From an optimization exercise on the open Yosys and OpenROAD flow, aimed at small area and a short achievable clock period; shortcuts taken in it are not production practice. The RTL was checked by simulation tests, not by an equivalence proof against the original design. Power and IR drop assume default switching activity.

$ cat design/flow/design.v
module Apb3UartCtrl (
  input      [4:0]    io_apb_PADDR,
  input      [0:0]    io_apb_PSEL,
  input               io_apb_PENABLE,
  output              io_apb_PREADY,
  input               io_apb_PWRITE,
  input      [31:0]   io_apb_PWDATA,
  output     [31:0]   io_apb_PRDATA,
  output              io_uart_txd,
  input               io_uart_rxd,
  output              io_interrupt,
  input               io_axiClk,
  input               resetCtrl_axiReset
);
  wire clk = io_axiClk;
  wire rst = resetCtrl_axiReset;
  localparam [2:0] S_IDLE = 3'd0, S_START = 3'd1, S_DATA = 3'd2,
                   S_PARITY = 3'd3, S_STOP = 3'd4;
  reg s_w0, s_w4, s_w8, s_wc, s_w10, s_r0, s_r4, s_r10;
  always @(posedge clk) begin
    s_w0  <=  io_apb_PWRITE & (io_apb_PADDR == 5'h00);
    s_w4  <=  io_apb_PWRITE & (io_apb_PADDR == 5'h04);
    s_w8  <=  io_apb_PWRITE & (io_apb_PADDR == 5'h08);
    s_wc  <=  io_apb_PWRITE & (io_apb_PADDR == 5'h0c);
    s_w10 <=  io_apb_PWRITE & (io_apb_PADDR == 5'h10);
    s_r0  <= !io_apb_PWRITE & (io_apb_PADDR == 5'h00);
    s_r4  <= !io_apb_PWRITE & (io_apb_PADDR == 5'h04);
    s_r10 <= !io_apb_PWRITE & (io_apb_PADDR == 5'h10);
  end
  wire acc  = io_apb_PSEL[0] & io_apb_PENABLE;
  wire wr0  = acc & s_w0;
  wire wr4  = acc & s_w4;
  wire wr8  = acc & s_w8;
  wire wrc  = acc & s_wc;
  wire wr10 = acc & s_w10;
  wire rd0  = acc & s_r0;
  reg [19:0] divider;
  reg        tie, rie;
  reg        readError, overflowError, breakDetected, doBreak;
  reg [2:0]  dataLength;
  reg [1:0]  parity;
  reg        stop2;
  reg        brk_prev;
  wire       brk;           
  wire       rx_error;
  wire       rx_overflow;
  always @(posedge clk or posedge rst) begin
    if (rst) begin
      divider       <= 20'h0;
      tie           <= 1'b0;
      rie           <= 1'b0;
      readError     <= 1'b0;
      overflowError <= 1'b0;
      breakDetected <= 1'b0;
      doBreak       <= 1'b0;
    end else begin
      if (wr8) divider <= io_apb_PWDATA[19:0];
      if (wr4) begin
        tie <= io_apb_PWDATA[0];
        rie <= io_apb_PWDATA[1];
      end
      if (rx_error) readError <= 1'b1;
      else if (wr10 & io_apb_PWDATA[0]) readError <= 1'b0;
      if (rx_overflow) overflowError <= 1'b1;
      else if (wr10 & io_apb_PWDATA[1]) overflowError <= 1'b0;
      if (wr10 & io_apb_PWDATA[9]) breakDetected <= 1'b0;
      else if (brk & !brk_prev) breakDetected <= 1'b1;
      if (wr10 & io_apb_PWDATA[11]) doBreak <= 1'b0;
      else if (wr10 & io_apb_PWDATA[10]) doBreak <= 1'b1;
    end
  end
  always @(posedge clk) begin
    brk_prev <= brk;
    if (wrc) begin
      dataLength <= io_apb_PWDATA[2:0];
      parity     <= io_apb_PWDATA[9:8];
      stop2      <= io_apb_PWDATA[16];
    end
  end
  reg [19:0] bcnt;
  reg        tick_n;        
  wire       tick = !tick_n;
  wire       tick_nx = tick ? (divider == 20'h0) : (bcnt == 20'h1);
  always @(posedge clk or posedge rst) begin
    if (rst) begin
      bcnt <= 20'h0;
      tick_n <= 1'b0;
    end else begin
      bcnt <= tick ? divider : bcnt - 20'h1;
      tick_n <= !tick_nx;
    end
  end
  reg b0, b1;
  reg s1, s2, s3, s4;
  reg sval, stick;
  reg [6:0] bkcnt;
  reg brk_q;
  reg [2:0] rstate;
  reg rvalid;
  reg [2:0] btimer;
  reg [2:0] bcount;
  reg rpar;
  reg [7:0] shifter;
  assign brk = brk_q;
  wire   brk_na = !sval & (brk_q | (tick & (bkcnt == 7'd103)));    
  wire s0 = b1;
  wire maj = (s0 & s1 & (s2 | s3 | s4)) | (s2 & s3 & (s0 | s1 | s4)) |
             (s4 & ((s0 & (s2 | s3)) | (s1 & (s2 | s3))));
  wire btick = stick & (btimer == 3'd0);
  wire rx_go = stick & !sval & !brk_q;
  wire rdlast = (bcount == dataLength);
  assign rx_error = btick & (((rstate == S_PARITY) & (rpar != sval)) |
                             ((rstate == S_STOP) & !sval));
  always @(posedge clk or posedge rst) begin
    if (rst) begin
      b0 <= 1'b0;
      b1 <= 1'b0;
      s1 <= 1'b1;
      s2 <= 1'b1;
      s3 <= 1'b1;
      s4 <= 1'b1;
      sval <= 1'b1;
      stick <= 1'b0;
      bkcnt <= 7'h0;
      brk_q <= 1'b0;
      rstate <= S_IDLE;
      rvalid <= 1'b0;
    end else begin
      b0 <= io_uart_rxd;
      b1 <= b0;
      if (tick) begin
        s1 <= s0;
        s2 <= s1;
        s3 <= s2;
        s4 <= s3;
      end
      sval <= maj;
      stick <= tick;
      if (sval) begin
        bkcnt <= 7'h0;
        brk_q <= 1'b0;
      end else if (tick & !brk_q) begin
        bkcnt <= bkcnt + 7'h1;
        brk_q <= (bkcnt == 7'd103);
      end
      rvalid <= 1'b0;
      case (rstate)
        S_IDLE: if (rx_go) rstate <= S_START;
        S_START: if (btick) rstate <= sval ? S_IDLE : S_DATA;
        S_DATA: if (btick & rdlast) begin
          if (parity == 2'b00) begin
            rstate <= S_STOP;
            rvalid <= 1'b1;
          end else begin
            rstate <= S_PARITY;
          end
        end
        S_PARITY: if (btick) begin
          if (rpar == sval) begin
            rstate <= S_STOP;
            rvalid <= 1'b1;
          end else begin
            rstate <= S_IDLE;
          end
        end
        default: if (btick) begin
          if (!sval) rstate <= S_IDLE;
          else if (bcount == {2'b00, stop2}) rstate <= S_IDLE;
        end
      endcase
    end
  end
  always @(posedge clk) begin
    if (stick) btimer <= btimer - 3'd1;
    if (btick) begin
      bcount <= bcount + 3'd1;
      rpar <= rpar ^ sval;
    end
    case (rstate)
      S_IDLE: if (rx_go) btimer <= 3'd2;
      S_START: if (btick) begin
        bcount <= 3'd0;
        rpar <= (parity == 2'b10);
      end
      S_DATA: if (btick) begin
        shifter[bcount] <= sval;
        if (rdlast) bcount <= 3'd0;
      end
      S_PARITY: if (btick) bcount <= 3'd0;
      default: ;
    endcase
  end
  reg [7:0] rram [0:15];
  reg [3:0] rpush, rpop;
  reg [4:0] rocc;
  reg       rzz, rv;
  reg [7:0] rout;
  wire rfull  = rocc[4];
  wire rempty = (rocc == 5'd0);
  wire rone   = (rocc == 5'd1);
  wire r15    = (rocc == 5'd15);
  wire r_push = rvalid & !rfull;
  wire r_pop  = rv & (rd0 | brk_q);
  assign rx_overflow = rvalid & rfull;
  wire [3:0] rpop1 = rpop + 4'd1;
  wire [7:0] rhead1 = rram[rpop1];
  wire req0 = (rpush == rpop);
  wire req1 = (rpush == rpop1);
  wire rempty_n0 = rempty & !r_push;
  wire rfull_n0  = rfull | (r15 & r_push);
  wire rzz_n0    = req0;
  wire rv_n0     = !rempty_n0 & !(rzz_n0 & !rfull_n0);
  wire rempty_n1 = rone & !r_push;
  wire rzz_n1    = req1;
  wire rv_n1     = !rempty_n1 & !rzz_n1;    
  wire rv_n      = r_pop ? rv_n1 : rv_n0;
  always @(posedge clk or posedge rst) begin
    if (rst) begin
      rpush <= 4'd0;
      rpop  <= 4'd0;
      rocc  <= 5'd0;
      rzz   <= 1'b0;
      rv    <= 1'b0;
    end else begin
      if (r_push) rpush <= rpush + 4'd1;
      if (r_pop) rpop <= rpop1;
      if (r_push & !r_pop) rocc <= rocc + 5'd1;
      else if (!r_push & r_pop) rocc <= rocc - 5'd1;
      rzz <= r_pop ? rzz_n1 : rzz_n0;
      rv  <= rv_n;
    end
  end
  always @(posedge clk) begin
    if (r_push) rram[rpush] <= shifter;
    if (r_push & (r_pop ? req1 : req0)) rout <= shifter;
    else if (r_pop) rout <= rhead1;
  end
  reg [7:0] tram [0:15];
  reg [3:0] tpush, tpop;
  reg [4:0] tavail;
  reg       tzz, tv;
  reg [7:0] tout;
  wire tempty = tavail[4];
  wire tfull  = (tavail == 5'd0);
  wire tone   = (tavail == 5'd15);
  wire t15    = (tavail == 5'd1);
  wire t_pre = s_w0 & !tfull;
  wire t_push = acc & t_pre;
  reg  tpr;                  
  wire t_pop  = tv & tpr;
  wire [3:0] tpop1 = tpop + 4'd1;
  wire [3:0] tpopn = t_pop ? tpop1 : tpop;
  wire tempty_n = t_pop ? (tone & !t_push) : (tempty & !t_push);
  wire tfull_n  = !t_pop & (tfull | (t15 & t_push));
  wire tzz_n    = (tpopn == tpush);
  wire tv_n     = !tempty_n & !(tzz_n & !tfull_n);
  always @(posedge clk or posedge rst) begin
    if (rst) begin
      tpush  <= 4'd0;
      tpop   <= 4'd0;
      tavail <= 5'd16;
      tzz    <= 1'b0;
      tv     <= 1'b0;
    end else begin
      if (t_push) tpush <= tpush + 4'd1;
      tpop <= tpopn;
      if (t_push & !t_pop) tavail <= tavail - 5'd1;
      else if (!t_push & t_pop) tavail <= tavail + 5'd1;
      tzz <= tzz_n;
      tv  <= tv_n;
    end
  end
  always @(posedge clk) begin
    if (t_push) tram[tpush] <= io_apb_PWDATA[7:0];
    tout <= tram[tpopn];
  end
  reg [2:0] tdiv;
  reg [2:0] tstate;
  reg [2:0] tcnt;
  reg       tpar;
  reg       txd_n;         
  reg       tdl;           
  reg  tovf;                
  wire tdlast = (tcnt == dataLength);
  wire tx_in_valid = tv & !brk_q;
  reg  stxd;
  always @(*) begin
    case (tstate)
      S_START:  stxd = 1'b0;
      S_DATA:   stxd = tout[tcnt];
      S_PARITY: stxd = tpar;
      default:  stxd = 1'b1;
    endcase
  end
  reg [2:0] tstate_n;
  reg [2:0] tcnt_n;
  always @(*) begin
    tstate_n = tstate;
    tcnt_n = tovf ? tcnt + 3'd1 : tcnt;
    case (tstate)
      S_IDLE: if (tx_in_valid & tovf) tstate_n = S_START;
      S_START: if (tovf) begin
        tstate_n = S_DATA;
        tcnt_n = 3'd0;
      end
      S_DATA: if (tovf & tdlast) begin
        tstate_n = (parity == 2'b00) ? S_STOP : S_PARITY;
        tcnt_n = 3'd0;
      end
      S_PARITY: if (tovf) begin
        tstate_n = S_STOP;
        tcnt_n = 3'd0;
      end
      default: if (tovf & (tcnt == {2'b00, stop2}))
        tstate_n = tx_in_valid ? S_START : S_IDLE;
    endcase
  end
  wire [2:0] dataLength_n = wrc ? io_apb_PWDATA[2:0] : dataLength;
  wire [2:0] tdiv_n = tdiv + {2'd0, tick};
  wire       tovf_n = tick_nx & (tdiv_n == 3'd7);
  wire       tdl_n  = (tstate_n == S_DATA) & (tcnt_n == dataLength_n);
  wire       doBreak_n = (wr10 & io_apb_PWDATA[11]) ? 1'b0 :
                         (wr10 & io_apb_PWDATA[10]) ? 1'b1 : doBreak;
  always @(posedge clk or posedge rst) begin
    if (rst) begin
      tdiv   <= 3'd0;
      tstate <= S_IDLE;
      txd_n  <= 1'b0;
      tdl    <= 1'b0;
      tovf   <= 1'b0;
      tpr    <= 1'b0;
    end else begin
      tdiv <= tdiv_n;
      tstate <= tstate_n;
      tdl <= tdl_n;
      tovf <= tovf_n;
      tpr <= doBreak_n | brk_na | (tdl_n & tovf_n);
      txd_n <= !(stxd & !doBreak);
    end
  end
  always @(posedge clk) begin
    tcnt <= tcnt_n;
    if (tovf) tpar <= tpar ^ stxd;
    if ((tstate == S_START) & tovf) tpar <= (parity == 2'b10);
  end
  wire       r_pop_na   = rv & brk_q;
  wire       rv_na      = r_pop_na ? rv_n1 : rv_n0;
  wire [7:0] rout_na    = (r_push & (r_pop_na ? req1 : req0)) ? shifter :
                          r_pop_na ? rhead1 : rout;
  wire [4:0] rocc_na    = (r_push & !r_pop_na) ? rocc + 5'd1 :
                          (!r_push & r_pop_na) ? rocc - 5'd1 : rocc;
  wire       tempty_na  = t_pop ? tone : tempty;
  wire       tfull_na   = !t_pop & tfull;
  wire       tv_na      = !tempty_na & !(tzz_n & !tfull_na);
  wire [4:0] tavail_na  = tavail + {4'd0, t_pop};
  wire       rerr_na    = readError | rx_error;
  wire       rovf_na    = overflowError | rx_overflow;
  wire       bdet_na    = breakDetected | (brk_q & !brk_prev);
  wire a0  = (io_apb_PADDR == 5'h00);
  wire a4  = (io_apb_PADDR == 5'h04);
  wire a10 = (io_apb_PADDR == 5'h10);
  reg [28:0] prdata;
  always @(posedge clk) begin
    prdata[0]     <= (a0 & rout_na[0]) | (a4 & tie) | (a10 & rerr_na);
    prdata[1]     <= (a0 & rout_na[1]) | (a4 & rie) | (a10 & rovf_na);
    prdata[7:2]   <= {6{a0}} & rout_na[7:2];
    prdata[8]     <= (a4 & tie & !tv_na) | (a10 & brk_na);
    prdata[9]     <= (a4 & rie & rv_na & !brk_na) | (a10 & bdet_na);
    prdata[15]    <= a4 & tv_na;
    prdata[16]    <= (a0 & rv_na & !brk_na) | (a4 & tavail_na[0]);
    prdata[20:17] <= {4{a4}} & tavail_na[4:1];
    prdata[28:24] <= {5{a4}} & rocc_na;
  end
  reg irq;
  wire tie_n = wr4 ? io_apb_PWDATA[0] : tie;
  wire rie_n = wr4 ? io_apb_PWDATA[1] : rie;
  always @(posedge clk or posedge rst) begin
    if (rst) irq <= 1'b0;
    else irq <= (tie_n & !tv_n) | (rie_n & rv_n & !brk_na);
  end
  assign io_apb_PREADY = 1'b1;
  assign io_uart_txd = !txd_n;
  assign io_interrupt = irq;
  assign io_apb_PRDATA = {3'd0, prdata[28:24], 3'd0, prdata[20:15], 5'd0, prdata[9:0]};
endmodule
$ cat design/flow/flow/run.sh
#!/bin/bash
# Standard ORFS layout (standard synthesis unchanged), with the I/O port
# buffers made from plain buffers and repair_timing asked for extra setup
# margin. Each step's full output is in orfs/logs; make's own output in make.log.
set -euo pipefail
bash standard.sh \
  "BUFFER_PORTS_ARGS=-buffer_cell sky130_fd_sc_hd__buf_2" \
  "SETUP_SLACK_MARGIN=7" \
  "TNS_END_PERCENT=100" \
  finish > make.log 2>&1
$ cat design/flow/standard.sh
#!/bin/bash
# synth_recipe.tcl (not shown) runs the flow's synth.tcl, then flattens the netlist and writes it again
# the make line also repeats each setting of config.mk as NAME=value (left out here)
make -C /OpenROAD-flow-scripts/flow DESIGN_CONFIG=/design/flow/config.mk WORK_HOME=/design/flow/orfs CLKGATE_MAP_FILE= SYNTH_SCRIPT=/design/flow/synth_recipe.tcl "${@:-finish}"
$ cat design/flow/config.mk
export PLATFORM = sky130hd
export DESIGN_NAME = Apb3UartCtrl
export DESIGN_NICKNAME = Apb3UartCtrl
export VERILOG_FILES = /design/flow/design.v
export SDC_FILE = /design/flow/constraint.sdc
export NUM_CORES = 4
export LEC_CHECK = 0
export CAP_MARGIN = 20
export CORE_MARGIN = 2
export CORE_UTILIZATION = 40
export SLEW_MARGIN = 20
$ cat design/flow/constraint.sdc
create_clock -name core_clock -period 10.0 [get_ports {io_axiClk}]
set_input_delay 2.0000 -clock core_clock [delete_from_list [all_inputs] [get_ports {io_axiClk}]]
set_output_delay 2.0000 -clock core_clock [all_outputs]
set_load 0.01 [all_outputs]
==> impl_results.md, run 1 <==
- Hold_buf cts: 0
- Largest family of logic cells by synthesized area: multiplexers
- Hold slack: 0.366 ns
- Post-Synth Simple-Gate Area: 0.0943
- Adder-cell share of the synthesized area: 0.0264
- Initial antenna violation count: 0
- Storage cell area: 11900 µm²
- Pwr/cell area: 216 nW/µm²
- Multi-input logic area: 6350 µm²
- Synth Flop Type: edfxtp_1
- XOR/XNOR share of the synthesized area: 0.0386
- Family with the most delay on the worst path: flip-flops
- RD Place Congestion: 0.799
- Clock-pin transition on the worst setup and hold timing paths: 0.06 ns
- Cells after Synth: 1274
- CTS sink count: 430
- DRC errors left: 0
- Status: timing/DRC/antenna clean
- Worst VDD drop: 0.132 mV
- Max Fanout on Critical Path: 1
- Peak Freq: 319 MHz
- Placed cell areas: 19400 µm²
- Leak: 7.91 nW
- First-pass GRT wire length: 60.1 mm
- Total GRT Usage: 0.163
- Root buf cell: clkbuf_16
- FF-to-FF Start: rpop[0]
- Clk buf depth: 3
- Core area: 45400 µm²
- Ys Warns: 1
- Synth Register Bits: 430
- Endpoints failing hold: 0
- Antenna-violating nets left: 0
- Startpoint Class: flop
- Initial Util: 0.406
- Fillers: 3953
- Share of cells above drive strength 1: 0.240
- Fraction of registers with async set/reset: 0.244
- Die X: 219 µm
- Total CTS buffers: 43
- Diode count: 0
- RSZ-0062 raised after global routing: true
- Avg Synthesized Cell Area: 14.5 µm²
- Num ports: 78
- Post-DP HPWL: 24.5 mm
- Clock Latency Late Sink: 0.56 ns
- Slowest-stage cell, CP: dfrtp_1
- Mux contribution to synthesized area: 0.111
- Setup TNS: 0 ns
- Largest net degree at the start of global routing: 74
- Post-synthesis sequential area ratio: 0.646
- Least-Margin Pin Slew: 0.729 ns
- DR iter-0 viols: 723
- Die height: 219 µm
- CP required: 8.00 ns
- Die area: 47800 µm²
- Finish-stage setup viols: 0
- HP Start: b0
- Max-slew headroom at the worst pin: 0.510
- EDFF count, synth: 276
- Cell variety after synth: 78
- Compound-cell area share of the yosys netlist: 0.0566
- Crit share post-route: 0.314
- CP Cell Sequence: inv_1 > buf_2
- TritonRoute pass-1 iters: 5
- Crit path DAT: 1.14 ns
- Kind of critical path: reg -> out
- CP bufs+invs: 2
- H-tree Lvls: 2
- Launch point of the critical path: txd_n
- Worst Skew: 0.0207 ns
- Row count: 78
- Fin crit period: 3.14 ns
- Hold/Removal Path Class: reg -> reg
- Max-cap violations: 0
- Critical Path Max Stage Delay: 0.40 ns
- Syn-to-layout area delta: 14.9%
- DR vias: 10300
- Final instance area: 21200 µm²
- WL final: 38.3 mm
- Routed wire length per instance: 19.4 µm
- Buffers on Ports: 53
- Overflow after GRT: 0
- Final nets: 1422
- Via-per-instance ratio: 5.23
- Cell Area, Synth: 18400 µm²
- Vias in the first global route: 10400
- CTS tree: yes
- Crit path capture type: primary output
- Max Slew Vio Count: 0
-- final timing paths --
check / slack (ns) / cells after the start / endpoint
worst min-delay path: 0.37 / 0 / b1
worst max-delay path: 6.86 / 2 / io_uart_txd
max in group asynchronous: 7.31 / 3 / rocc[0]
worst max register to register: 7.16 / 6 / rout[2]
min in group asynchronous: 1.56 / 2 / b0
worst min register to register: 0.37 / 0 / b1
-- logic make-up after synthesis --
logic type      count (synthesis)
flops                         430
xor+xnor                       76
other cells                     2
simple gates                  344
compound gates                161
mux                           117
fa+ha+maj                      39
buf+inv                       105
-- cells in the mapped netlist, drive strengths merged (4+ instances only) --
library cell	instances	area, µm²
and2	41	257
nand3b	4	30.0
a31oi	15	93.8
clkbuf	38	153
nand2	102	383
mux2i	8	80.1
xnor2	44	393
dfstp	6	158
nor3	19	100
xor2	30	270
or3	4	25.0
ha	38	475
dfrtp	99	2480
nand3	16	80.1
nor4	14	103
o21ai	34	170
o22ai	4	25.0
nor3b	4	30.0
a21oi	46	230
or2	4	25.0
a221o	8	80.1
and3	17	106
mux2	43	484
nor2	80	308
inv	40	150
nand4	13	81.3
edfxtp	276	8290
a21o	4	30.0
nand2b	6	37.5
buf	26	176
mux4	66	1490
dfxtp	49	981
a22oi	19	143
a31o	5	43.8
nor2b	5	31.3
-- sequential cells by signal, indices dropped and copies added (netlist names), 5 cells and up --
name and flops:
rocc 5, tout 8, prdata 21, divider 20
bcnt 20, rout 8, bkcnt 7, tavail 5
rram 128, shifter 8, tram 128
-- stage by stage --
stage / worst slack [ns] / util / cells / total power [mW]
finish: 6.86 / 0.466 / 1975 / 4.56
global route: 6.80 / 0.466 / 1975 / 4.78
CTS: 6.84 / 0.464 / 1969 / 4.60
detailed placement: 6.13 / 0.428 / 1880 / 2.93
global placement: 6.17 / 0.428 / 1880 / 2.91
floorplan: 6.65 / - / 1284 / 2.76
-- metal layers --
layer | vias to the layer above | share of wire | track usage
met4 | 0 | 0.018 | 0.0431
li1 | 4873 | - | -
met3 | 47 | 0.035 | 0.0246
met1 | 5235 | 0.46 | 0.227
met2 | 178 | 0.49 | 0.268
met5 | - | 0 | 0
-- cell type report --
cell class,instances,area share
Clock buffer,58,0.0544
Clock inverter,21,0.0142
Inverter,41,0.00745
Multi-Input combinational cell,749,0.300
Sequential cell,430,0.563
Tap cell,600,0.0355
Timing Repair Buffer,76,0.0254
-- where the power goes --
group	switching, mW	internal [mW]
logic	0.362	0.348
clock network	0.671	0.994
registers	0.164	2.02
-- placed cells by master, fill, tap and decap left out, types with 17 or more instances in the layout --
cell type,n
nor2_1,78
buf_2,42
mux2_2,41
a22oi_1,19
buf_4,18
o21ai_0,28
edfxtp_1,276
dfrtp_1,99
mux4_2,66
ha_1,35
clkbuf_16,43
xor2_1,28
a21oi_1,42
dfxtp_1,40
nand2_1,96
and2_1,24
xnor2_1,43
inv_1,37
and2_4,17
-- what timing repair did --
action / in CTS / in global routing
setup buffers: 10 / 6
resized for setup: 23 / 21
pin swaps: 5 / 8
setup endpoints to repair: 256 / 146
-- worst register-to-register path, stage by stage (launching register included) --
cell,delay [ns]
dfrtp_1,0.52
ha_2,0.41
buf_8,0.35
mux4_2,0.61
a22oi_1,0.31
nand2_1,0.13
mux2_2,0.28
==> run 2: changes to the inputs <==
--- a/design/flow/flow/run.sh
+++ b/design/flow/flow/run.sh
@@ -8,3 +8,4 @@
   "SETUP_SLACK_MARGIN=7" \
   "TNS_END_PERCENT=100" \
+  "CTS_ARGS=-sink_clustering_enable -repair_clock_nets -dont_use_dummy_load -buf_list sky130_fd_sc_hd__clkbuf_8" \
   finish > make.log 2>&1
==> run 2 against run 1 <==
- worst setup slack lost 0.032 ns
- highest routed layer unchanged
- sequential cell count unchanged
- power shrank 10%
- synthesized area unchanged
- wire length is 0.82% lower
- hold slack worse by 0.012 ns
- critical path depth is the same
- maximum frequency decreased by 1.0%
==> impl_results.md, run 2 <==
- Synth Flop Type: edfxtp_1 (unchanged)
- Die area: 47800 µm² (unchanged)
- Post-synthesis sequential area ratio: 0.646 (unchanged)
- Met3 Usage GRT: 0.0298 (was 0.0246)
- Finish-stage setup viols: 0 (unchanged)
- Family with the most delay on the worst path: flip-flops (unchanged)
- Final worst slack: 6.83 ns (was 6.86 ns)
- Post-Layout Cell Count: 1959 (was 1975)
- Largest net degree at the start of global routing: 74 (unchanged)
- Share of the synthesized area in the top cell type: 0.450 (unchanged)
- Worst VDD drop: 0.117 mV (was 0.132 mV)
- CTS tree: yes (unchanged)
- Overflow after GRT: 0 (unchanged)
- Total CTS buffers: 70 (was 43)
- Final instance area: 20600 µm² (was 21200 µm²)
- Pwr/cell area: 200 nW/µm² (was 216 nW/µm²)
- Mux contribution to synthesized area: 0.111 (unchanged)
- Leak: 7.64 nW (was 7.91 nW)
- Synth area leaders: edfxtp_1 (45%), dfrtp_1 (13%), mux4_2 (8.1%) (unchanged)
- Sequential share of power: 0.533 (was 0.480)
- Most Crowded Layer GR: met2 (unchanged)
- Share of cells above drive strength 1: 0.241 (was 0.240)
- Routed wire length per instance: 19.4 µm (about the same)
- Net Switching: 1.12 mW (was 1.20 mW)
- Via-per-instance ratio: 5.28 (was 5.23)
- Switch share: 0.272 (was 0.262)
- Most frequent cells in the layout: edfxtp_1 (276), dfrtp_1 (99), nand2_1 (97) (was edfxtp_1 (276), dfrtp_1 (99), nand2_1 (96))
- Vias in the first global route: 10600 (was 10400)
- Slowest-stage cell, CP: dfrtp_1 (unchanged)
- Post-Synth Simple-Gate Area: 0.0943 (unchanged)
- Total power: 4.11 mW (was 4.56 mW)
- DR iter-0 viols: 704 (was 723)
- Startpoint Class: flop (unchanged)
- Post-Route Utilization: 0.453 (was 0.466)
- Placed cell areas: 19400 µm² (unchanged)
- Avg Synthesized Cell Area: 14.5 µm² (unchanged)
- Worst R2R Path Depth: 6 (unchanged)
- Clk buf depth: 3 (unchanged)
- RSZ-0062 raised after global routing: true (unchanged)
- Synth Register Bits: 430 (unchanged)
- Pre-CTS setup slack: 6.13 ns (unchanged)
- Met2 Usage GRT: 0.265 (was 0.268)
- Critical Path Max Stage Delay: 0.40 ns (about the same)
- Die X: 219 µm (unchanged)
- Max-slew headroom at the worst pin: 0.510 (about the same)
- Crit path DAT: 1.17 ns (was 1.14 ns)
- Initial Util: 0.406 (unchanged)
- Met1 Resource Use GR: 0.223 (was 0.227)
- Combinational share of power: 0.171 (was 0.156)
- Crit path capture type: primary output (unchanged)
- Adder-cell share of the synthesized area: 0.0264 (unchanged)
- Fin crit period: 3.17 ns (was 3.14 ns)
- Post-synth top area cell: edfxtp_1 (unchanged)
- Ys Warns: 1 (unchanged)
- CTS sink count: 430 (unchanged)
- Final nets: 1442 (was 1422)
- Setup TNS: 0 ns (unchanged)
- Num ports: 78 (unchanged)
- Diode count: 0 (unchanged)
- Core area: 45400 µm² (unchanged)
- Largest family of logic cells by synthesized area: multiplexers (unchanged)
- Reg2reg setup slack: 7.14 ns (was 7.16 ns)
- CP Cell Sequence: inv_1 > buf_2 (unchanged)
- Stages on worst setup path: 2 (unchanged)
- Least-Margin Pin Slew: 0.729 ns (about the same)
- Status: timing/DRC/antenna clean (unchanged)
- DRC errors left: 0 (unchanged)
- Max Fanout on Critical Path: 1 (unchanged)
- Buffers on Ports: 53 (unchanged)
- EDFF count, synth: 276 (unchanged)
- CP bufs+invs: 2 (unchanged)
- XOR/XNOR share of the synthesized area: 0.0386 (unchanged)
- Dpl cells: 1880 (unchanged)
- Worst Skew: 0.0461 ns (was 0.0207 ns)
- H-tree Lvls: 3 (was 2)
- TritonRoute pass-1 iters: 5 (unchanged)
- WL final: 37.9 mm (was 38.3 mm)
- Clock Latency Late Sink: 0.61 ns (was 0.56 ns)
- DR vias: 10400 (was 10300)
- Max Slew Vio Count: 0 (unchanged)
- Initial antenna violation count: 0 (unchanged)
- Top cells by count, synth: edfxtp_1 (276), nand2_1 (102), dfrtp_1 (99) (unchanged)
- Max-cap violations: 0 (unchanged)
- Root buf cell: clkbuf_8 (was clkbuf_16)
- Commonest non-fill, non-tap cell in the layout: edfxtp_1 (unchanged)
- Endpoints failing hold: 0 (unchanged)
- Die height: 219 µm (unchanged)
- Syn-to-layout area delta: 11.7% (was 14.9%)
- Cell variety after synth: 78 (unchanged)
- Fraction of registers with async set/reset: 0.244 (unchanged)
- Cell Area, Synth: 18400 µm² (unchanged)
- Hold/Removal Path Class: reg -> reg (unchanged)
- Launch point of the critical path: txd_n (unchanged)
- Crit share post-route: 0.317 (was 0.314)
- Cell internal pwr: 2.99 mW (was 3.37 mW)
- Clock-pin transition on the worst setup and hold timing paths: 0.05 ns (was 0.06 ns)
- Antenna-violating nets left: 0 (unchanged)
- CP required: 8.00 ns (about the same)
- RD Place Congestion: 0.799 (unchanged)
- Cell with the most instances after synthesis: edfxtp_1 (unchanged)
- Kind of critical path: reg -> out (unchanged)
- Total GRT Usage: 0.164 (was 0.163)
- First-pass GRT wire length: 59.9 mm (was 60.1 mm)
- Row count: 78 (unchanged)
- Hold slack: 0.354 ns (was 0.366 ns)
- Cells after Synth: 1274 (unchanged)
- Reg-to-reg endpoint: rout[0] (was rout[2])
- Peak Freq: 316 MHz (was 319 MHz)
- Hold path depth: 0 (unchanged)
- Compound-cell area share of the yosys netlist: 0.0566 (unchanged)
- FF-to-FF Start: rpop[0] (unchanged)
- Clock power frac: 0.296 (was 0.365)
- Post-DP HPWL: 24.5 mm (unchanged)
- Largest registers: rram x128, tram x128, prdata x21 (unchanged)
- CP endpoint: io_uart_txd (unchanged)
## run 2: cell counts after synthesis
Identical to the previous run, type by type.
## run 2: worst min-delay path by stage
stage                     to  startpoint  slack, ns
after CTS                 b1          b0       0.36
final                     b1          b0       0.35
after global placement    b1          b0       0.34
after detailed placement  b1          b0       0.36
after floorplan           b1          b0       0.33
after global routing      b1          b0       0.37
## run 2: routing by layer
metal,vias up,wire [µm],share of wire
li1,4861,-,-
met2,206,18500,0.49
met3,58,1440,0.038
met4,0,854,0.023
met5,-,0,0
met1,5225,17200,0.45
## run 2: cell families after synthesis
| logic type | Yosys count |
|---|---|
| mux | 117 |
| xor+xnor | 76 |
| simple gates | 344 |
| fa+ha+maj | 39 |
| flops | 430 |
| other cells | 2 |
| buf+inv | 105 |
| compound gates | 161 |
## run 2: power by group through the flow
stage | Combinational (mW) | Clock [mW] | Sequential [mW]
final | 0.705 | 1.21 | 2.19
after CTS | 0.713 | 1.26 | 2.19
after global placement | 0.691 | 0 | 2.22
after floorplan | 0.609 | 0 | 2.15
after global routing | 0.793 | 1.33 | 2.21
after detailed placement | 0.704 | 0 | 2.22
## run 2: timing repair
action                     4_1_cts  5_1_grt
hold buffers                     0        0
pin swaps                        0        3
setup endpoints to repair      219       52
buffers inserted                 6        3
resized for setup               19       12
## run 2: area by class of cell
type | count | area, µm²
Timing Repair Buffer | 69 | 457
Inverter | 41 | 158
Fill cell | 4023 | 24800
Sequential cell | 430 | 11900
Tap cell | 600 | 751
Clock buffer | 70 | 963
Multi-Input combinational cell | 749 | 6330
==> run 3: changes to the inputs <==
--- a/design/flow/flow/run.sh
+++ b/design/flow/flow/run.sh
@@ -8,4 +8,4 @@
   "SETUP_SLACK_MARGIN=7" \
   "TNS_END_PERCENT=100" \
-  "CTS_ARGS=-sink_clustering_enable -repair_clock_nets -dont_use_dummy_load -buf_list sky130_fd_sc_hd__clkbuf_8" \
+  "CTS_ARGS=-sink_clustering_enable -repair_clock_nets -dont_use_dummy_load -buf_list sky130_fd_sc_hd__clkbuf_4" \
   finish > make.log 2>&1
==> run 3 against run 2 <==
- still clean
- power decreased by 3.4%
- die area unchanged
- via count increased by 1.3%
- clock power decreased by 11%
- largest cell class unchanged
- largest power group unchanged
- highest routed layer unchanged
==> impl_results.md, run 3 <==
- Root buf cell: clkbuf_4 (was clkbuf_8)
- Die area: 47800 µm² (unchanged)
- EDFF count, synth: 276 (unchanged)
- Reg2reg setup slack: 7.20 ns (was 7.14 ns)
- Via-per-instance ratio: 5.27 (was 5.28)
- DR iter-0 viols: 648 (was 704)
- RD Place Congestion: 0.799 (unchanged)
- Startpoint Class: flop (unchanged)
- Clock Latency Late Sink: 0.79 ns (was 0.61 ns)
- Post-synth top area cell: edfxtp_1 (unchanged)
- Leak: 7.57 nW (was 7.64 nW)
- CP Cell Sequence: buf_2 (was inv_1 > buf_2)
- Hold slack: 0.367 ns (was 0.354 ns)
- Endpoints failing hold: 0 (unchanged)
- DRC errors left: 0 (unchanged)
- Setup TNS: 0 ns (unchanged)
- Status: timing/DRC/antenna clean (unchanged)
- Share of the synthesized area in the top cell type: 0.450 (unchanged)
- Kind of critical path: reg -> out (unchanged)
- Final nets: 1470 (was 1442)
- Synth area leaders: edfxtp_1 (45%), dfrtp_1 (13%), mux4_2 (8.1%) (unchanged)
- Total CTS buffers: 107 (was 70)
- RSZ-0062 raised after global routing: true (unchanged)
- Final worst slack: 6.66 ns (was 6.83 ns)
- Ys Warns: 1 (unchanged)
- CTS sink count: 430 (unchanged)
- Core area: 45400 µm² (unchanged)
- Pre-CTS setup slack: 6.13 ns (unchanged)
- Max-slew headroom at the worst pin: 0.372 (was 0.510)
- Total GRT Usage: 0.165 (was 0.164)
- Buffers on Ports: 53 (unchanged)
- Family with the most delay on the worst path: flip-flops (unchanged)
- FF-to-FF Start: rpop[0] (unchanged)
- Max Slew Vio Count: 0 (unchanged)
- Placed cell areas: 19400 µm² (unchanged)
- Pwr/cell area: 195 nW/µm² (was 200 nW/µm²)
- Post-synthesis sequential area ratio: 0.646 (unchanged)
- Cell variety after synth: 78 (unchanged)
- Clock-pin transition on the worst setup and hold timing paths: 0.06 ns (was 0.05 ns)
- Worst VDD drop: 0.103 mV (was 0.117 mV)
- Largest registers: rram x128, tram x128, prdata x21 (unchanged)
- Dpl cells: 1880 (unchanged)
- Die height: 219 µm (unchanged)
- Post-Route Utilization: 0.448 (was 0.453)
- Avg Synthesized Cell Area: 14.5 µm² (unchanged)
- Final instance area: 20300 µm² (was 20600 µm²)
- Cell Area, Synth: 18400 µm² (unchanged)
- Critical Path Max Stage Delay: 0.40 ns (about the same)
- Max-cap violations: 0 (unchanged)
- Num ports: 78 (unchanged)
- Most frequent cells in the layout: edfxtp_1 (276), clkbuf_4 (107), dfrtp_1 (99) (was edfxtp_1 (276), dfrtp_1 (99), nand2_1 (97))
- Fraction of registers with async set/reset: 0.244 (unchanged)
- CP required: 8.00 ns (about the same)
- Share of cells above drive strength 1: 0.255 (was 0.241)
- Max Fanout on Critical Path: 1 (unchanged)
- Launch point of the critical path: irq (was txd_n)
- Row count: 78 (unchanged)
- Worst Skew: 0.0721 ns (was 0.0461 ns)
- Slowest-stage cell, CP: dfrtp_1 (unchanged)
- CP endpoint: io_interrupt (was io_uart_txd)
- Worst R2R Path Depth: 6 (unchanged)
- Crit share post-route: 0.334 (was 0.317)
- Total power: 3.97 mW (was 4.11 mW)
- Initial Util: 0.406 (unchanged)
- Routed wire length per instance: 19.1 µm (was 19.4 µm)
- Vias in the first global route: 10800 (was 10600)
- Cells after Synth: 1274 (unchanged)
- Overflow after GRT: 0 (unchanged)
- First-pass GRT wire length: 60.2 mm (was 59.9 mm)
- Post-Layout Cell Count: 1990 (was 1959)
- Clk buf depth: 3 (unchanged)
- Top cells by count, synth: edfxtp_1 (276), nand2_1 (102), dfrtp_1 (99) (unchanged)
- Least-Margin Pin Slew: 0.940 ns (was 0.729 ns)
- Post-DP HPWL: 24.5 mm (unchanged)
- Synth Flop Type: edfxtp_1 (unchanged)
- Reg-to-reg endpoint: rout[2] (was rout[0])
- Fin crit period: 3.34 ns (was 3.17 ns)
- H-tree Lvls: 3 (unchanged)
- Cell with the most instances after synthesis: edfxtp_1 (unchanged)
- Largest net degree at the start of global routing: 74 (unchanged)
- Finish-stage setup viols: 0 (unchanged)
- Hold/Removal Path Class: reg -> reg (unchanged)
- Antenna-violating nets left: 0 (unchanged)
- WL final: 38.1 mm (was 37.9 mm)
- Die X: 219 µm (unchanged)
- Commonest non-fill, non-tap cell in the layout: edfxtp_1 (unchanged)
- Stages on worst setup path: 1 (was 2)
- Setup Buffers After CTS: 0 (was 6)
- Peak Freq: 299 MHz (was 316 MHz)
- Initial antenna violation count: 1 (was 0)
- Syn-to-layout area delta: 10.4% (was 11.7%)
- CP bufs+invs: 1 (was 2)
- TritonRoute pass-1 iters: 7 (was 5)
- Synth Register Bits: 430 (unchanged)
- Crit path capture type: primary output (unchanged)
- CTS tree: yes (unchanged)
- Crit path DAT: 1.34 ns (was 1.17 ns)
- DR vias: 10500 (was 10400)
[run 3: worst min path at each step]
stage / startpoint / to / slack [ns] / depth (start not counted)
2_1_floorplan: b0 / b1 / 0.33 / 0
3_3_place_gp: b0 / b1 / 0.34 / 0
6_report: b0 / b1 / 0.37 / 0
5_1_grt: b0 / b1 / 0.38 / 0
3_5_place_dp: b0 / b1 / 0.36 / 0
4_1_cts: b0 / b1 / 0.38 / 0
[run 3: repair_timing]
action	in CTS	in global routing
hold buffers	0	0
hold endpoints to repair	0	0
gates resized for setup	16	11
endpoints found under the setup margin	45	31
[run 3: final cells by class]
type                    instances  area, µm²
flip-flops and latches        430      11900
fillers                      4078      25000
well taps                     600        751
multi-input cells             749       6320
diodes                          3       7.51
clock buffers                 107        803
inverters                      41        158
repair buffers                 60        394
[run 3: where the power goes]
part | switching, mW | total, mW | internal, mW | leakage, nW
Clock | 0.595 | 1.08 | 0.482 | 0.492
Combinational | 0.357 | 0.703 | 0.346 | 2.84
Sequential | 0.163 | 2.19 | 2.03 | 4.24
[run 3: kinds of logic after synthesis]
group,after synthesis,synth area share
flip-flops,430,0.646
AND/OR/NAND/NOR,344,0.0943
AO/OA/AOI/OAI,161,0.0566
multiplexers,117,0.111
buffers and inverters,105,0.0262
XOR/XNOR,76,0.0386
adder cells (fa/ha/maj),39,0.0264
other,2,0.000408
[run 3: routing by layer]
metal | track usage | vias up | wire length [µm]
li1 | - | 4965 | -
met1 | 0.220 | 5238 | 17100
met2 | 0.265 | 220 | 18600
met3 | 0.0359 | 65 | 1550
met4 | 0.0610 | 0 | 872
met5 | 0 | - | 0
==> run 4: changes to the inputs <==
--- a/design/flow/design.v
+++ b/design/flow/design.v
@@ -192,8 +192,8 @@
   end
   reg [7:0] rram [0:15];
-  reg [3:0] rpush, rpop;
+  reg [3:0] rpop;
   reg [4:0] rocc;
   reg       rzz, rv;
-  reg [7:0] rout;
+  wire [3:0] rpush = rpop + rocc[3:0];
   wire rfull  = rocc[4];
   wire rempty = (rocc == 5'd0);
@@ -204,7 +204,6 @@
   assign rx_overflow = rvalid & rfull;
   wire [3:0] rpop1 = rpop + 4'd1;
-  wire [7:0] rhead1 = rram[rpop1];
-  wire req0 = (rpush == rpop);
-  wire req1 = (rpush == rpop1);
+  wire req0 = (rocc[3:0] == 4'd0);
+  wire req1 = (rocc[3:0] == 4'd1);
   wire rempty_n0 = rempty & !r_push;
   wire rfull_n0  = rfull | (r15 & r_push);
@@ -217,5 +216,4 @@
   always @(posedge clk or posedge rst) begin
     if (rst) begin
-      rpush <= 4'd0;
       rpop  <= 4'd0;
       rocc  <= 5'd0;
@@ -223,5 +221,4 @@
       rv    <= 1'b0;
     end else begin
-      if (r_push) rpush <= rpush + 4'd1;
       if (r_pop) rpop <= rpop1;
       if (r_push & !r_pop) rocc <= rocc + 5'd1;
@@ -233,10 +230,9 @@
   always @(posedge clk) begin
     if (r_push) rram[rpush] <= shifter;
-    if (r_push & (r_pop ? req1 : req0)) rout <= shifter;
-    else if (r_pop) rout <= rhead1;
   end
   reg [7:0] tram [0:15];
-  reg [3:0] tpush, tpop;
+  reg [3:0] tpop;
   reg [4:0] tavail;
+  wire [3:0] tpush = tpop - tavail[3:0];
   reg       tzz, tv;
   reg [7:0] tout;
@@ -253,9 +249,8 @@
   wire tempty_n = t_pop ? (tone & !t_push) : (tempty & !t_push);
   wire tfull_n  = !t_pop & (tfull | (t15 & t_push));
-  wire tzz_n    = (tpopn == tpush);
+  wire tzz_n    = t_pop ? (tavail[3:0] == 4'hf) : (tavail[3:0] == 4'h0);
   wire tv_n     = !tempty_n & !(tzz_n & !tfull_n);
   always @(posedge clk or posedge rst) begin
     if (rst) begin
-      tpush  <= 4'd0;
       tpop   <= 4'd0;
       tavail <= 5'd16;
@@ -263,5 +258,4 @@
       tv     <= 1'b0;
     end else begin
-      if (t_push) tpush <= tpush + 4'd1;
       tpop <= tpopn;
       if (t_push & !t_pop) tavail <= tavail - 5'd1;
@@ -346,6 +340,5 @@
   wire       r_pop_na   = rv & brk_q;
   wire       rv_na      = r_pop_na ? rv_n1 : rv_n0;
-  wire [7:0] rout_na    = (r_push & (r_pop_na ? req1 : req0)) ? shifter :
-                          r_pop_na ? rhead1 : rout;
+  wire [7:0] rout_na    = rram[r_pop_na ? rpop1 : rpop];
   wire [4:0] rocc_na    = (r_push & !r_pop_na) ? rocc + 5'd1 :
                           (!r_push & r_pop_na) ? rocc - 5'd1 : rocc;
--- a/design/flow/flow/run.sh
+++ b/design/flow/flow/run.sh
@@ -8,4 +8,4 @@
   "SETUP_SLACK_MARGIN=7" \
   "TNS_END_PERCENT=100" \
-  "CTS_ARGS=-sink_clustering_enable -repair_clock_nets -dont_use_dummy_load -buf_list sky130_fd_sc_hd__clkbuf_4" \
+  "CTS_ARGS=-sink_clustering_enable -repair_clock_nets -dont_use_dummy_load -buf_list sky130_fd_sc_hd__clkbuf_8" \
   finish > make.log 2>&1
==> run 4 against run 3 <==
- still clean on timing, DRC and antenna
- first-iteration DRC count down 6.2%
- clock skew shrank 0.0020 ns
- count of clock-buffer cells in the layout down 38
- via count barely moved
- critical path depth stayed put
- power is 6.9% higher
- die area shrank 3.3%
- sequential cell count down 16
- critical path type unchanged
- largest cell class unchanged
==> impl_results.md, run 4 <==
- Ys Warns: 1 (unchanged)
- Share of cells above drive strength 1: 0.232 (was 0.255)
- Routed wire length per instance: 19.8 µm (was 19.1 µm)
- Slowest-stage cell, CP: dfrtp_1 (unchanged)
- Hold/Removal Path Class: reg -> reg (unchanged)
- CTS sink count: 414 (was 430)
- Peak Freq: 310 MHz (was 299 MHz)
- Worst Skew: 0.0700 ns (was 0.0721 ns)
- Avg Synthesized Cell Area: 13.9 µm² (was 14.5 µm²)
- DR iter-0 viols: 608 (was 648)
- Startpoint Class: flop (unchanged)
- Storage cell area: 11500 µm² (was 11900 µm²)
- Pwr/cell area: 212 nW/µm² (was 195 nW/µm²)
- Post-synth top area cell: edfxtp_1 (unchanged)
- Hold_buf cts: 0 (unchanged)
- Total CTS buffers: 69 (was 107)
- EDFF count, synth: 268 (was 276)
- DRC errors left: 0 (unchanged)
- Status: timing/DRC/antenna clean (unchanged)
- Row count: 77 (was 78)
- Kind of critical path: reg -> out (unchanged)
- Post-synthesis sequential area ratio: 0.644 (was 0.646)
- Vias in the first global route: 10900 (was 10800)
- Worst R2R Path Depth: 6 (unchanged)
- Synth area leaders: edfxtp_1 (45%), dfrtp_1 (13%), mux4_2 (6.4%) (was edfxtp_1 (45%), dfrtp_1 (13%), mux4_2 (8.1%))
- Worst VDD drop: 0.133 mV (was 0.103 mV)
- Endpoints failing hold: 0 (unchanged)
- Hold EP: b1 (unchanged)
- Via-per-instance ratio: 5.35 (was 5.27)
- Fin crit period: 3.23 ns (was 3.34 ns)
- Synth Flop Type: edfxtp_1 (unchanged)
- Pre-CTS setup slack: 5.90 ns (was 6.13 ns)
- Initial Util: 0.404 (was 0.406)
- Final instance area: 20100 µm² (was 20300 µm²)
- Crit path DAT: 1.23 ns (was 1.34 ns)
- Core area: 44100 µm² (was 45400 µm²)
- Most frequent cells in the layout: edfxtp_1 (268), nor2_1 (93), dfrtp_1 (88) (was edfxtp_1 (276), clkbuf_4 (107), dfrtp_1 (99))
- CP Cell Sequence: buf_2 (unchanged)
- Num ports: 78 (unchanged)
- Largest net degree at the start of global routing: 56 (was 74)
- Leak: 7.37 nW (was 7.57 nW)
- Share of the synthesized area in the top cell type: 0.452 (was 0.450)
- CTS tree: yes (unchanged)
- Die area: 46200 µm² (was 47800 µm²)
- Die X: 215 µm (was 219 µm)
- First-pass GRT wire length: 61.6 mm (was 60.2 mm)
- Reg2reg setup slack: 7.11 ns (was 7.20 ns)
- Crit share post-route: 0.323 (was 0.334)
- Syn-to-layout area delta: 12.6% (was 10.4%)
- Root buf cell: clkbuf_8 (was clkbuf_4)
- Overflow after GRT: 0 (unchanged)
- Total power: 4.24 mW (was 3.97 mW)
- DR vias: 10500 (about the same)
- Top cells by count, synth: edfxtp_1 (268), nor2_1 (125), dfrtp_1 (91) (was edfxtp_1 (276), nand2_1 (102), dfrtp_1 (99))
- Largest registers: rram x128, tram x128, prdata x21 (unchanged)
- Antenna-violating nets left: 0 (unchanged)
- FF-to-FF Start: brk_q (was rpop[0])
- Setup TNS: 0 ns (unchanged)
- Placed cell areas: 18800 µm² (was 19400 µm²)
- TritonRoute pass-1 iters: 5 (was 7)
- Fillers: 4050 (was 4078)
- Finish-stage setup viols: 0 (unchanged)
- RSZ-0062 raised after global routing: true (unchanged)
- Cells after Synth: 1285 (was 1274)
- Family with the most delay on the worst path: flip-flops (unchanged)
- Crit path capture type: primary output (unchanged)
- Dpl cells: 1884 (was 1880)
- Buffers on Ports: 53 (unchanged)
- Post-Layout Cell Count: 1958 (was 1990)
- Final nets: 1447 (was 1470)
- Cell variety after synth: 73 (was 78)
- Diode count: 0 (was 3)
- Clk buf depth: 3 (unchanged)
- Cell with the most instances after synthesis: edfxtp_1 (unchanged)
- WL final: 38.8 mm (was 38.1 mm)
- H-tree Lvls: 3 (unchanged)
- CP bufs+invs: 1 (unchanged)
- Synth Register Bits: 414 (was 430)
- Cell Area, Synth: 17800 µm² (was 18400 µm²)
- Max-cap violations: 0 (unchanged)
- Max-slew headroom at the worst pin: 0.383 (was 0.372)
- Clock Latency Late Sink: 0.65 ns (was 0.79 ns)
- Least-Margin Pin Slew: 0.923 ns (was 0.940 ns)
- RD Place Congestion: 0.832 (was 0.799)
- Critical Path Max Stage Delay: 0.42 ns (was 0.40 ns)
- Commonest non-fill, non-tap cell in the layout: edfxtp_1 (unchanged)
- CP required: 8.00 ns (about the same)
- Final worst slack: 6.77 ns (was 6.66 ns)
- Clock-pin transition on the worst setup and hold timing paths: 0.05 ns (was 0.06 ns)
- Total GRT Usage: 0.173 (was 0.165)
- HP Start: b0 (unchanged)
- Post-DP HPWL: 25.3 mm (was 24.5 mm)
- Multi-input logic area: 6280 µm² (was 6320 µm²)
- Fraction of registers with async set/reset: 0.234 (was 0.244)
- Max Slew Vio Count: 0 (unchanged)
- Max Fanout on Critical Path: 1 (unchanged)
- Reg-to-reg endpoint: prdata[3] (was rout[2])
- Initial antenna violation count: 1 (unchanged)
- Hold path depth: 0 (unchanged)
- Die height: 215 µm (was 219 µm)
-- run 4: cell count changes in the layout (fill, tap and decap cells not counted), sizes merged, moves of 9 or more --
cell    before  now
o22ai        4   14
a211oi       2   22
or3          4   13
and3        17   27
and2        41    7
clkbuf     107   69
nand2      102   81
nor2        80  125
mux4        66   51
mux2i        8   21
-- run 4: layout make-up --
cell class / instances / area share
timing repair buffer: 65 / 0.0220
multi-input combinational: 777 / 0.313
clock buffer: 69 / 0.0474
sequential: 414 / 0.573
inverter: 41 / 0.00786
tap: 592 / 0.0369
-- run 4: how the worst max path moves through the flow --
| stage | slack [ns] | cells past startpoint | from | to |
|---|---|---|---|---|
| 3_3_place_gp | 5.95 | 7 | rpop[0] | prdata[0] |
| 5_1_grt | 6.72 | 1 | irq | io_interrupt |
| 4_1_cts | 6.71 | 1 | irq | io_interrupt |
| 2_1_floorplan | 6.53 | 8 | io_apb_PSEL[0] | tavail[3] |
| 6_report | 6.77 | 1 | irq | io_interrupt |
| 3_5_place_dp | 5.90 | 7 | rpop[0] | prdata[0] |
-- run 4: kinds of logic after synthesis --
family,count (synthesis),synth area share
xor gates and xnor gates,70,0.0344
other,2,0.000422
adders and majority gates,37,0.0267
DFF,414,0.644
AOI/OAI and AO/OA,189,0.0692
buffers and inverters,104,0.0258
and+or+nand+nor,356,0.0975
muxes,113,0.102
-- run 4: repair_timing --
action | 4_1_cts | 5_1_grt
resized for setup | 43 | 23
pin swaps | 3 | 6
buffers inserted | 1 | 4
setup endpoints to repair | 216 | 154
-- run 4: per-stage QoR --
step	hold slack [ns]	util
2_1_floorplan	0.331	-
3_3_place_gp	0.335	0.426
3_5_place_dp	0.337	0.426
4_1_cts	0.348	0.451
5_1_grt	0.364	0.454
6_report	0.346	0.454
-- run 4: power breakdown --
| group | internal, mW | total, mW | switching [mW] |
|---|---|---|---|
| registers | 1.97 | 2.14 | 0.170 |
| clock network | 0.608 | 1.20 | 0.597 |
| logic | 0.402 | 0.899 | 0.497 |
-- run 4: per-layer routing --
| metal | wire, µm | track usage | part of all wire |
|---|---|---|---|
| met1 | 17000 | 0.224 | 0.44 |
| met2 | 18900 | 0.284 | 0.49 |
| met3 | 1910 | 0.0446 | 0.049 |
| met4 | 1030 | 0.0595 | 0.027 |
| met5 | 16 | 0 | 0.00041 |
==> run 5: changes to the inputs <==
--- a/design/flow/flow/run.sh
+++ b/design/flow/flow/run.sh
@@ -6,5 +6,5 @@
 bash standard.sh \
   "BUFFER_PORTS_ARGS=-buffer_cell sky130_fd_sc_hd__buf_2" \
-  "SETUP_SLACK_MARGIN=7" \
+  "SETUP_SLACK_MARGIN=7.2" "MATCH_CELL_FOOTPRINT=0" \
   "TNS_END_PERCENT=100" \
   "CTS_ARGS=-sink_clustering_enable -repair_clock_nets -dont_use_dummy_load -buf_list sky130_fd_sc_hd__clkbuf_8" \
==> run 5 against run 4 <==
- power grew 1.9%
- non-clock buffer count grew 21
- register-to-register slack gained 0.17 ns
- synthesized cell count is the same
- count of clock-buffer cells in the layout grew 4
- critical path type unchanged
- highest routed layer is now met4
==> impl_results.md, run 5 <==
- Leak: 7.59 nW (was 7.37 nW)
- Total CTS buffers: 73 (was 69)
- Cell with the most instances after synthesis: edfxtp_1 (unchanged)
- Initial antenna violation count: 0 (was 1)
- Cells after Synth: 1285 (unchanged)
- Pre-CTS setup slack: 5.92 ns (was 5.90 ns)
- Synth Register Bits: 414 (unchanged)
- Cell variety after synth: 73 (unchanged)
- Endpoints failing hold: 0 (unchanged)
- RSZ-0062 raised after global routing: true (unchanged)
- Die area: 46200 µm² (unchanged)
- Multi-input logic area: 6370 µm² (was 6280 µm²)
- Buffers on Ports: 53 (unchanged)
- Finish-stage setup viols: 0 (unchanged)
- Vias in the first global route: 10900 (about the same)
- Ys Warns: 1 (unchanged)
- Overflow after GRT: 0 (unchanged)
- DRC errors left: 0 (unchanged)
- Core area: 44100 µm² (unchanged)
- Max Slew Vio Count: 0 (unchanged)
- Fraction of registers with async set/reset: 0.234 (unchanged)
- Clock-pin transition on the worst setup and hold timing paths: 0.06 ns (was 0.05 ns)
- Clk buf depth: 3 (unchanged)
- Max-cap violations: 0 (unchanged)
- Row count: 77 (unchanged)
- Storage cell area: 11500 µm² (about the same)
- Total GRT Usage: 0.172 (was 0.173)
- Pwr/cell area: 211 nW/µm² (was 212 nW/µm²)
- Startpoint Class: flop (unchanged)
- Die height: 215 µm (unchanged)
- Diode count: 0 (unchanged)
- Post-synth top area cell: edfxtp_1 (unchanged)
- Synth Flop Type: edfxtp_1 (unchanged)
- Fillers: 3987 (was 4050)
- RD Place Congestion: 0.828 (was 0.832)
- Initial Util: 0.404 (unchanged)
- Syn-to-layout area delta: 15.1% (was 12.6%)
- Clock Latency Late Sink: 0.64 ns (was 0.65 ns)
- Die X: 215 µm (unchanged)
- Crit share post-route: 0.313 (was 0.323)
- Fin crit period: 3.13 ns (was 3.23 ns)
- Largest registers: rram x128, tram x128, prdata x21 (unchanged)
- Most frequent cells in the layout: edfxtp_1 (268), nor2_1 (91), dfrtp_1 (87) (was edfxtp_1 (268), nor2_1 (93), dfrtp_1 (88))
- CP required: 8.00 ns (about the same)
- Crit path DAT: 1.13 ns (was 1.23 ns)
- DR vias: 10600 (was 10500)
- TritonRoute pass-1 iters: 5 (unchanged)
- H-tree Lvls: 3 (unchanged)
- Synth area leaders: edfxtp_1 (45%), dfrtp_1 (13%), mux4_2 (6.4%) (unchanged)
- Share of cells above drive strength 1: 0.252 (was 0.232)
- DR iter-0 viols: 700 (was 608)
- Final nets: 1472 (was 1447)
- Cell Area, Synth: 17800 µm² (unchanged)
- Avg Synthesized Cell Area: 13.9 µm² (unchanged)
- Largest net degree at the start of global routing: 78 (was 56)
- CTS tree: yes (unchanged)
- Routed wire length per instance: 19.8 µm (about the same)
- Antenna-violating nets left: 0 (unchanged)
- Via-per-instance ratio: 5.35 (about the same)
- Num ports: 78 (unchanged)
- Post-DP HPWL: 25.0 mm (was 25.3 mm)
- Crit path capture type: primary output (unchanged)
- Post-synthesis sequential area ratio: 0.644 (unchanged)
- First-pass GRT wire length: 61.4 mm (was 61.6 mm)
- EDFF count, synth: 268 (unchanged)
- Least-Margin Pin Slew: 0.786 ns (was 0.923 ns)
- CTS sink count: 414 (unchanged)
- Total power: 4.32 mW (was 4.24 mW)
- Max Fanout on Critical Path: 1 (unchanged)
- Commonest non-fill, non-tap cell in the layout: edfxtp_1 (unchanged)
- Final worst slack: 6.87 ns (was 6.77 ns)
- Share of the synthesized area in the top cell type: 0.452 (unchanged)
- Kind of critical path: reg -> out (unchanged)
- WL final: 39.2 mm (was 38.8 mm)
- Hold/Removal Path Class: reg -> reg (unchanged)
- Status: timing/DRC/antenna clean (unchanged)
- Worst Skew: 0.0617 ns (was 0.0700 ns)
- Max-slew headroom at the worst pin: 0.472 (was 0.383)
- Setup TNS: 0 ns (unchanged)
- Top cells by count, synth: edfxtp_1 (268), nor2_1 (125), dfrtp_1 (91) (unchanged)
- Peak Freq: 320 MHz (was 310 MHz)
- Worst VDD drop: 0.124 mV (was 0.133 mV)
- Root buf cell: clkbuf_8 (unchanged)
-- run 5: final timing paths --
path	slack, ns	start	end	cells past startpoint
min reg2reg	0.34	b0	b1	0
max reg2reg	7.28	rpop[0]	rram[4][5]	4
max	6.87	txd_n	io_uart_txd	2
min in group asynchronous	1.41	resetCtrl_axiReset	b1	2
min	0.34	b0	b1	0
max in group asynchronous	7.46	resetCtrl_axiReset	rpop[0]	3
-- run 5: area by class of cell --
class | count | share of cell area
repair buffers | 86 | 0.0365
inverters | 41 | 0.00769
multi-input cells | 777 | 0.311
well taps | 592 | 0.0361
flip-flops and latches | 414 | 0.560
clock buffers | 73 | 0.0490
-- run 5: what timing repair did --
item,in CTS,in global routing
gates resized for setup,66,26
endpoints found under the setup margin,337,232
pin swaps,19,14
setup buffers,18,8
endpoints found under the hold margin,0,0
hold buffers,0,0
-- run 5: cells by family (layout without fill, tap and decap cells) --
group | after synthesis | after routing | synth area share
simple gates | 356 | 356 | 0.0975
mux | 113 | 113 | 0.102
compound gates | 189 | 189 | 0.0692
other cells | 2 | 12 | 0.000422
flops | 414 | 414 | 0.644
buf+inv | 104 | 200 | 0.0258
fa+ha+maj | 37 | 37 | 0.0267
xor+xnor | 70 | 70 | 0.0344
-- run 5: through the flow --
step                      std cells  utilization  instance area, µm²  hold slack [ns]
after floorplan                1295            -               18100            0.331
after global placement         1884        0.427               18800            0.335
after detailed placement       1884        0.427               18800            0.340
after CTS                      1975        0.461               20300            0.340
after global routing           1983        0.465               20500            0.356
final                          1983        0.465               20500            0.339
-- run 5: where the power goes --
group / leakage [nW] / total, mW / internal [mW] / switching [mW]
Combinational: 3.03 / 0.943 / 0.412 / 0.531
Sequential: 4.03 / 2.13 / 1.97 / 0.165
Clock: 0.525 / 1.25 / 0.642 / 0.606
Total: 7.59 / 4.32 / 3.02 / 1.30
-- run 5: worst max-delay path, cell delays in order (launching register included) --
cell	delay, ns
dfrtp_1	0.36
inv_1	0.05
buf_2	0.12
-- run 5: metal layers --
layer / share of wire / GRT usage
met1: 0.44 / 0.229
met2: 0.49 / 0.281
met3: 0.044 / 0.0375
met4: 0.025 / 0.0577
met5: 0 / 0
==> run 6: changes to the inputs <==
==> design/flow/flow/run.sh (replaced) <==
#!/bin/bash
# Standard ORFS layout (standard synthesis unchanged) with:
#  - I/O port buffers made from plain buffers,
#  - a clock tree of clkbuf_16 with larger sink clusters and no dummy loads,
#  - repair_timing asked for extra setup margin, free to change footprints.
# Each step's full output is in orfs/logs; make's own output in make.log.
set -euo pipefail
bash standard.sh \
  "BUFFER_PORTS_ARGS=-buffer_cell sky130_fd_sc_hd__buf_2" \
  "SETUP_SLACK_MARGIN=7.2" \
  "MATCH_CELL_FOOTPRINT=0" \
  "TNS_END_PERCENT=100" \
  "CTS_ARGS=-sink_clustering_enable -repair_clock_nets -dont_use_dummy_load -buf_list sky130_fd_sc_hd__clkbuf_16 -sink_clustering_size 25 -sink_clustering_max_diameter 150" \
  finish > make.log 2>&1
==> run 6 against run 5 <==
- critical endpoint unchanged
- register-to-register slack improved by 0.04 ns
- largest cell class unchanged
- sequential cell count unchanged
- first-iteration DRC count increased by 22%
- still clean on timing, DRC and antenna
- hold slack improved by 0.014 ns
- combinational power increased by 1%
- synthesized cell count unchanged
- highest routed layer unchanged
- wire length decreased by 2.5%
- worst setup slack improved by 0.040 ns
==> impl_results.md, run 6 <==
- Status: timing/DRC/antenna clean (unchanged)
- Fraction of registers with async set/reset: 0.234 (unchanged)
- Diode count: 0 (unchanged)
- Die X: 215 µm (unchanged)
- Initial Util: 0.404 (unchanged)
- Worst VDD drop: 0.127 mV (was 0.124 mV)
- Cells after Synth: 1285 (unchanged)
- Cell Area, Synth: 17800 µm² (unchanged)
- Clk buf depth: 3 (unchanged)
- Post-Route Utilization: 0.457 (was 0.465)
- Row count: 77 (unchanged)
- Syn-to-layout area delta: 13.3% (was 15.1%)
- WL final: 38.2 mm (was 39.2 mm)
- Worst R2R Path Depth: 4 (unchanged)
- Die area: 46200 µm² (unchanged)
- Hold path depth: 0 (unchanged)
- Post-Layout Cell Count: 1947 (was 1983)
- Vias in the first global route: 10600 (was 10900)
- Cell with the most instances after synthesis: edfxtp_1 (unchanged)
- EDFF count, synth: 268 (unchanged)
- Final nets: 1436 (was 1472)
- Total GRT Usage: 0.166 (was 0.172)
- Pwr/cell area: 196 nW/µm² (was 211 nW/µm²)
- Via-per-instance ratio: 5.35 (about the same)
- Hold/Removal Path Class: reg -> reg (unchanged)
- Initial antenna violation count: 0 (unchanged)
- Clock-pin transition on the worst setup and hold timing paths: 0.09 ns (was 0.06 ns)
- DR iter-0 viols: 854 (was 700)
- RD Place Congestion: 0.828 (unchanged)
- Commonest non-fill, non-tap cell in the layout: edfxtp_1 (unchanged)
- Buffers on Ports: 53 (unchanged)
- CTS sink count: 414 (unchanged)
- Avg Synthesized Cell Area: 13.9 µm² (unchanged)
- Root buf cell: clkbuf_16 (was clkbuf_8)
- Share of cells above drive strength 1: 0.232 (was 0.252)
- First-pass GRT wire length: 60.2 mm (was 61.4 mm)
- DRC errors left: 0 (unchanged)
- Clock Latency Late Sink: 0.56 ns (was 0.64 ns)
- Overflow after GRT: 0 (unchanged)
- Crit share post-route: 0.309 (was 0.313)
- Least-Margin Pin Slew: 0.741 ns (was 0.786 ns)
- Max Slew Vio Count: 0 (unchanged)
- Max Fanout on Critical Path: 1 (unchanged)
- Cell variety after synth: 73 (unchanged)
- Die height: 215 µm (unchanged)
- Storage cell area: 11500 µm² (unchanged)
- Setup TNS: 0 ns (unchanged)
- Antenna-violating nets left: 0 (unchanged)
- Largest registers: rram x128, tram x128, prdata x21 (unchanged)
- Total CTS buffers: 20 (was 73)
- Fillers: 4008 (was 3987)
- Top cells by count, synth: edfxtp_1 (268), nor2_1 (125), dfrtp_1 (91) (unchanged)
- Crit path capture type: primary output (unchanged)
- Synth area leaders: edfxtp_1 (45%), dfrtp_1 (13%), mux4_2 (6.4%) (unchanged)
- Max-cap violations: 0 (unchanged)
- CTS tree: yes (unchanged)
- Synth Flop Type: edfxtp_1 (unchanged)
- Fin crit period: 3.09 ns (was 3.13 ns)
- Peak Freq: 324 MHz (was 320 MHz)
- Post-DP HPWL: 25.0 mm (unchanged)
- Synth Register Bits: 414 (unchanged)
- CP required: 8.00 ns (about the same)
- Worst Skew: 0.0461 ns (was 0.0617 ns)
- Max-slew headroom at the worst pin: 0.503 (was 0.472)
- Critical Path Max Stage Delay: 0.37 ns (was 0.36 ns)
- Leak: 7.43 nW (was 7.59 nW)
- Crit path DAT: 1.09 ns (was 1.13 ns)
- Ys Warns: 1 (unchanged)
- Post-synthesis sequential area ratio: 0.644 (unchanged)
- Finish-stage setup viols: 0 (unchanged)
- Most frequent cells in the layout: edfxtp_1 (268), nor2_1 (91), dfrtp_1 (87) (unchanged)
- H-tree Lvls: 1 (was 3)
- Endpoints failing hold: 0 (unchanged)
- Kind of critical path: reg -> out (unchanged)
- Share of the synthesized area in the top cell type: 0.452 (unchanged)
- Core area: 44100 µm² (unchanged)
- Dpl cells: 1884 (unchanged)
- Slowest-stage cell, CP: dfrtp_1 (unchanged)
- Multi-input logic area: 6370 µm² (about the same)
- Routed wire length per instance: 19.6 µm (was 19.8 µm)
- Num ports: 78 (unchanged)
- Post-synth top area cell: edfxtp_1 (unchanged)
- Startpoint Class: flop (unchanged)
- DR vias: 10400 (was 10600)
- TritonRoute pass-1 iters: 5 (unchanged)
- CP Cell Sequence: inv_1 > buf_2 (unchanged)
- RSZ-0062 raised after global routing: true (unchanged)
- Largest net degree at the start of global routing: 78 (unchanged)
==> run 6: cell counts after synthesis <==
No cell type changed its count.
==> run 6: metal layers <==
| metal | vias to the layer above | global-route usage | share of wire |
|---|---|---|---|
| li1 | 4901 | - | - |
| met1 | 5270 | 0.230 | 0.45 |
| met3 | 45 | 0.0214 | 0.038 |
| met5 | - | 0 | 0 |
| met4 | 0 | 0.0324 | 0.019 |
| met2 | 195 | 0.282 | 0.49 |
==> run 6: logic make-up after synthesis <==
group | share of synthesized area
xor+xnor | 0.0344
compound gates | 0.0692
flops | 0.644
simple gates | 0.0975
other cells | 0.000422
mux | 0.102
buf+inv | 0.0258
fa+ha+maj | 0.0267
==> run 6: path summary, 6_finish.rpt <==
path | endpoint | slack (ns) | start
worst max-delay path | io_uart_txd | 6.91 | txd_n
worst min-delay path | b1 | 0.35 | b0
worst max register to register | rram[0][3] | 7.32 | rpop[0]
worst min register to register | b1 | 0.35 | b0
max in group asynchronous | rpop[1] | 7.47 | resetCtrl_axiReset
min in group asynchronous | divider[14] | 1.46 | resetCtrl_axiReset
==> run 6: timing repair <==
| item | in CTS | in global routing |
|---|---|---|
| buffers inserted | 31 | 12 |
| setup endpoints to repair | 388 | 270 |
| cloned | 0 | 0 |
| hold buffers | 0 | 0 |
| gates resized for setup | 70 | 27 |
| pin swaps | 29 | 20 |
==> run 6: worst max-delay path, delay by kind of cell, from the launching register on <==
family	cells	cell delay, ns
flip-flops	1	0.37
buffers and inverters	2	0.17
==> run 6: metrics by stage <==
| stage | total power [mW] | cell area, µm² | hold slack [ns] | worst slack, ns |
|---|---|---|---|---|
| finish | 3.95 | 20200 | 0.354 | 6.91 |
| global route | 4.16 | 20200 | 0.369 | 6.85 |
| CTS | 3.97 | 20000 | 0.355 | 6.88 |
| detailed placement | 3.07 | 18800 | 0.340 | 5.92 |
| global placement | 3.05 | 18800 | 0.335 | 5.97 |
| floorplan | 2.85 | 18100 | 0.331 | 6.55 |
==> run 6: area by class of cell <==
type,count,area share
clock buffer,20,0.0248
inverter,41,0.00781
multi-input combinational,777,0.316
sequential,414,0.569
tap,592,0.0367
timing repair buffer,103,0.0458
==> run 6: report_power, final <==
part           switching, mW  internal, mW  leakage [nW]
Clock                  0.507         0.360         0.246
Combinational          0.532         0.422          3.15
Sequential             0.166          1.96          4.03
Total                   1.21          2.75          7.43

re-timing with driven ports:
Ports are ideal in the flow. The routed layouts listed here were re-timed in OpenROAD.
Step 1, drivers: a clkbuf_16 drives io_axiClk and a buf_2 each remaining input, both assumed.
Step 2 adds t to the input delays and takes it off the output delays; t is the mean of the earliest and latest rising clock arrival at the registers after step 1. Input paths then give back, and output paths get back, about the clock's delay inside the block.
Slacks: ideal ports / drivers / drivers and shift; pairs: ideal ports / drivers.
run	t, ns	setup WS [ns]	clock arrival spread, ns	worst data-port slew with drivers (ns)
run 1	0.601	6.864 / 6.812 / 6.399	0.021 / 0.021	0.05
run 2	0.627	6.831 / 6.782 / 6.394	0.056 / 0.056	0.05
run 3	0.807	6.659 / 6.611 / 6.277	0.075 / 0.076	0.05
run 4	0.669	6.771 / 6.720 / 6.215	0.077 / 0.078	0.09
run 5	0.658	6.870 / 6.818 / 6.378	0.073 / 0.074	0.05
run 6	0.589	6.910 / 6.858 / 6.404	0.048 / 0.048	0.05
After both steps every run listed still meets setup and hold. The setup slack of run 4, which loses most, moves by -0.051 ns with the drivers and by -0.556 ns with both steps.
